What follows belongs to an exercise in optimizing a design on an open flow for small area; a production flow would make more cautious choices.
Only simulation tests tie the RTL to the original design; equivalence was not proved.

AL:
==> flow/design.v <==
module flappy_core(
	input clk,
	input resetn,
	input go,
	input stop,
	input jump,
	input [1:0] sw,
	output [7:0] x,
	output [6:0] y,
	output [2:0] colour,
	output [7:0] HEX0,
	output [7:0] HEX1,
	output [7:0] HEX2,
	output [7:0] HEX3,
	output [14:0] LEDR
	);
	localparam S_READY = 2'd0, S_READY_WAIT = 2'd1, S_MOVE = 2'd2, S_STOP = 2'd3;
	reg [1:0] cur;
	reg lose;
	wire start = (cur == S_READY);
	always @(posedge clk) begin
		if (!resetn)
			cur <= S_READY;
		else case (cur)
			S_READY: cur <= go ? S_READY_WAIT : S_READY;
			S_READY_WAIT: cur <= S_MOVE;
			S_MOVE: cur <= stop ? S_STOP : (lose ? S_READY : S_MOVE);
			default: cur <= S_READY;
		endcase
	end
	localparam [10:0] TICK_STATE = 11'd1427;
	reg [10:0] timer;
	wire tick = (timer == TICK_STATE);
	wire [10:0] timer_load =
		(sw == 2'b00) ? 11'd1930 :    
		(sw == 2'b01) ? 11'd1946 :    
		(sw == 2'b10) ? 11'd1422 :    
		                11'd926;      
	always @(posedge clk) begin
		if (!resetn || start || tick)
			timer <= timer_load;
		else
			timer <= {timer[9:0], timer[10] ^ timer[8]};
	end
	reg [1:0] count2;
	reg [6:0] height;
	reg going_up;
	reg [3:0] start_falling;
	reg bird_vis;           
	reg p_neg;
	reg [3:0] p_a, p_b;
	reg [3:0] d0, d1, d2, d3;
	reg d4;                 
	wire shift = (count2 == 2'd0);
	localparam [8*8-1:0] OBST = {8'd10, 8'd35, 8'd25, 8'd45, 8'd30, 8'd20, 8'd40, 8'd35};
	function [8:0] seq_next;
		input [8:0] p;    
		begin
			if (p[7:4] == 4'd15 && p[3:0] == 4'd1)
				seq_next = 9'd0;
			else if (p[3:0] == 4'd12)
				seq_next = {p[8], (p[7:4] == 4'd4) ? 4'd8 : p[7:4] + 4'd1, 4'd0};
			else
				seq_next = {p[8:4], p[3:0] + 4'd1};
		end
	endfunction
	wire [5:0] p_h = OBST[{p_a[2:0], 3'b000} +: 6];
	wire bird_pipe_on = !p_neg && p_a[3] && (shift ? (p_b == 4'd0) : (p_b == 4'd1));
	wire hit = (height == 7'd0) || (height == 7'd80) ||
		(bird_pipe_on && (height < {1'b0, p_h} || height > {1'b0, p_h} + 7'd24));
	wire sf_zero = (start_falling == 4'd0);
	wire up_next = jump | (going_up & !sf_zero);
	always @(posedge clk) begin
		if (!resetn)
			start_falling <= 4'd0;
		else if (!start && tick) begin
			if (jump)
				start_falling <= 4'd15;
			else if (!sf_zero)
				start_falling <= start_falling - 4'd1;
		end
	end
	wire c0_9 = (d0 == 4'd9);
	wire c1_9 = c0_9 && (d1 == 4'd9);
	wire c2_9 = c1_9 && (d2 == 4'd9);
	wire c3_9 = c2_9 && (d3 == 4'd9);
	wire wrap = d4 && d3 == 4'd6 && d2 == 4'd3 && d1 == 4'd8 && d0 == 4'd3;
	always @(posedge clk) begin
		if (!resetn || start) begin
			count2 <= 2'd3;
			height <= 7'd40;
			going_up <= 1'b1;
			lose <= 1'b0;
			bird_vis <= 1'b0;
			{p_neg, p_a, p_b} <= {1'b1, 8'd0};
			d0 <= 4'd0; d1 <= 4'd0; d2 <= 4'd0; d3 <= 4'd0; d4 <= 1'b0;
		end else if (tick) begin
			count2 <= count2 - 2'd1;
			if (shift)
				{p_neg, p_a, p_b} <= seq_next({p_neg, p_a, p_b});
			if (hit)
				lose <= 1'b1;
			going_up <= up_next;
			height <= up_next ? height + 7'd1 : height - 7'd1;
			bird_vis <= 1'b1;
			d0 <= (c0_9 || wrap) ? 4'd0 : d0 + 4'd1;
			d1 <= (c1_9 || wrap) ? 4'd0 : d1 + {3'd0, c0_9};
			d2 <= (c2_9 || wrap) ? 4'd0 : d2 + {3'd0, c1_9};
			d3 <= (c3_9 || wrap) ? 4'd0 : d3 + {3'd0, c2_9};
			d4 <= !wrap && (d4 || c3_9);
		end
	end
	assign LEDR[14:8] = height;
	assign LEDR[7] = 1'b0;
	assign LEDR[6] = going_up;
	assign LEDR[5:0] = 6'b0;
	reg [7:0] xr;
	reg [6:0] yr;
	reg c0;                 
	reg fstart;             
	reg q_neg;
	reg [3:0] q_a, q_b;
	wire col_end = (yr == 7'd5);
	wire x_end = (xr == 8'd159);
	wire last = !fstart && col_end && x_end;
	wire is_bird = fstart || (xr == 8'd0) || (xr == 8'd1 && !col_end);
	wire new_col = fstart || col_end;     
	wire [5:0] q_h = OBST[{q_a[2:0], 3'b000} +: 6];
	wire [6:0] opnd = is_bird ? height : {1'b0, q_h};
	wire [7:0] sum = {1'b0, yr} + {1'b0, opnd};
	wire bird_on = !new_col && (bird_vis ? (sum >= 8'd82 && sum <= 8'd85) : (yr >= 7'd82));
	wire pipe_on = !q_neg && q_a[3] && (q_b == 4'd1) && (new_col || sum > 8'd85 || sum < 8'd61);
	wire q_step = (yr == 7'd6) && (xr[1:0] == 2'b01) && (xr[7:2] != 6'd0);
	always @(posedge clk) begin
		if (!resetn || last)
			{q_neg, q_a, q_b} <= {p_neg, p_a, p_b};
		else if (q_step)
			{q_neg, q_a, q_b} <= seq_next({q_neg, q_a, q_b});
	end
	always @(posedge clk) begin
		fstart <= !resetn || last;
		xr <= fstart ? 8'd0 : xr + {7'd0, col_end && !x_end};
		yr <= (fstart || (col_end && !x_end)) ? 7'd84 : (col_end ? 7'd5 : yr - 7'd1);
		c0 <= is_bird ? !bird_on : !pipe_on;
	end
	assign x = xr;
	assign y = yr;
	assign colour = {~c0, c0 | (xr[7:1] != 7'd0), c0};
	localparam [16*8-1:0] SEG = {
		{6{8'bxxxxxxxx}},
		8'b00011000, 8'b00000000, 8'b01111000, 8'b00000010, 8'b00010010,
		8'b00011001, 8'b00110000, 8'b00100100, 8'b01111001, 8'b01000000};
	assign HEX0 = {1'b0, SEG[{d0, 3'b000} +: 7]};
	assign HEX1 = {1'b0, SEG[{d1, 3'b000} +: 7]};
	assign HEX2 = {1'b0, SEG[{d2, 3'b000} +: 7]};
	assign HEX3 = {1'b0, SEG[{d3, 3'b000} +: 7]};
endmodule
clock: 20.0 ns
lec_check: 0
cap_margin: 20
core_margin: 2
core_utilization: 70
place_density: 0.8
slew_margin: 20
standard.sh (not shown) runs the stock make flow with config.mk's settings and CLKGATE_MAP_FILE= SYNTH_SCRIPT=/design/flow/synth_recipe.tcl, a recipe that flattens the netlist after the stock synthesis.
==> flow/flow/run.sh <==
#!/bin/bash
# The standard layout (standard.sh), with these changes:
#  - synthesis: ORFS's synth.tcl run through the standard flow's own synth_recipe.tcl, with
#    only the abc call changed to use flow/abc.script (area-oriented mapping),
#    and no half/full adder cells (ADDER_MAP_FILE empty), so abc maps the
#    arithmetic too. Everything before abc (and so every register, its name
#    and its cell) is the standard synthesis's.
#  - the port buffers are sky130_fd_sc_hd__buf_1,
#  - clock tree: see CTS_ARGS below.
# Each tool's log is under orfs/logs/; make's output goes to standard_flow.log.
set -euo pipefail
WORK=$(pwd)
FLOWDIR=$WORK/flow
sed "s#log_cmd abc {\*}\$abc_args#log_cmd abc -script $FLOWDIR/abc.script {*}[lrange \$abc_args 2 end]#" \
  "$FLOW_HOME/scripts/synth.tcl" > "$WORK/own_synth.tcl"
grep -q "abc -script $FLOWDIR/abc.script" "$WORK/own_synth.tcl"
sed "s#source \$::env(SCRIPTS_DIR)/synth.tcl#source $WORK/own_synth.tcl#" "$WORK/synth_recipe.tcl" > "$WORK/own_synth_recipe.tcl"
grep -q "source $WORK/own_synth.tcl" "$WORK/own_synth_recipe.tcl"
bash standard.sh SYNTH_SCRIPT="$WORK/own_synth_recipe.tcl" ADDER_MAP_FILE= \
  "BUFFER_PORTS_ARGS=-buffer_cell sky130_fd_sc_hd__buf_1" \
  "CTS_ARGS=-sink_clustering_enable -repair_clock_nets -dont_use_dummy_load" \
  finish > standard_flow.log 2>&1
==> flow/flow/abc.script <==
strash
dch
map -a
mfs2
strash
dch
map -a
mfs2
strash
dch
map -a
topo
AL finished every step from synthesis to the final layout, and the layout passed the timing, DRC and antenna checks.
--- input diff AL..MS ---
diff --git a/flow/flow/run.sh b/flow/flow/run.sh
--- a/flow/flow/run.sh
+++ b/flow/flow/run.sh
@@ -21 +21 @@
-  "CTS_ARGS=-sink_clustering_enable -repair_clock_nets -dont_use_dummy_load" \
+  "CTS_ARGS=-sink_clustering_enable -repair_clock_nets -dont_use_dummy_load -buf_list sky130_fd_sc_hd__clkbuf_4 -root_buf sky130_fd_sc_hd__clkbuf_8 -tree_buf sky130_fd_sc_hd__clkbuf_4" \
==> flow/flow/abc.script <==
strash
&get -n
&deepsyn -T 60
&put
dch
amap
mfs2
strash
dch
amap
mfs2
strash
dch
amap
topo
[summary]
Final layout net count of MS falls short of that of AL by more than 10%.
| multi-input logic cell count | MS vs AL | about 15% lower |
The lower tap cell count of AL and MS is in MS.
Looking at worst hold slack, MS sits 14 ps lower than AL does.
MS — largest voltage drop on the vdd net 3.3 uV higher, AL as reference

[re-timing with driven ports]
In the flow no input, the clock included, has a driving cell. The finished layouts below were timed again as built, in two steps.
Step 1 sets driving cells, clkbuf_16 on the clock port and buf_2 on the other inputs (assumed; they add their load-dependent delay and slew).
Step 2 times the ports against the registers' clock, not the clock port: input delays grow and output delays shrink by t, the midpoint of the rising clock arrivals with the driver on.
Slacks: no drivers / after step 1 / after step 2; pairs: no drivers / after step 1.
run	shift t [ns]	slack for setup (ns)	worst setup path after step 2	slew at the worst register clock pin (ns)	worst slew at a driven data input, ns
AL	0.376	13.586 / 13.598 / 13.222	input to register	0.08 / 0.08	0.03
MS	0.368	14.008 / 13.976 / 13.902	input to register	0.08 / 0.08	0.03
After both steps every run listed still meets setup and hold. For AL, which loses most, drivers alone change the setup slack by +0.012 ns; drivers and shift together by -0.364 ns.
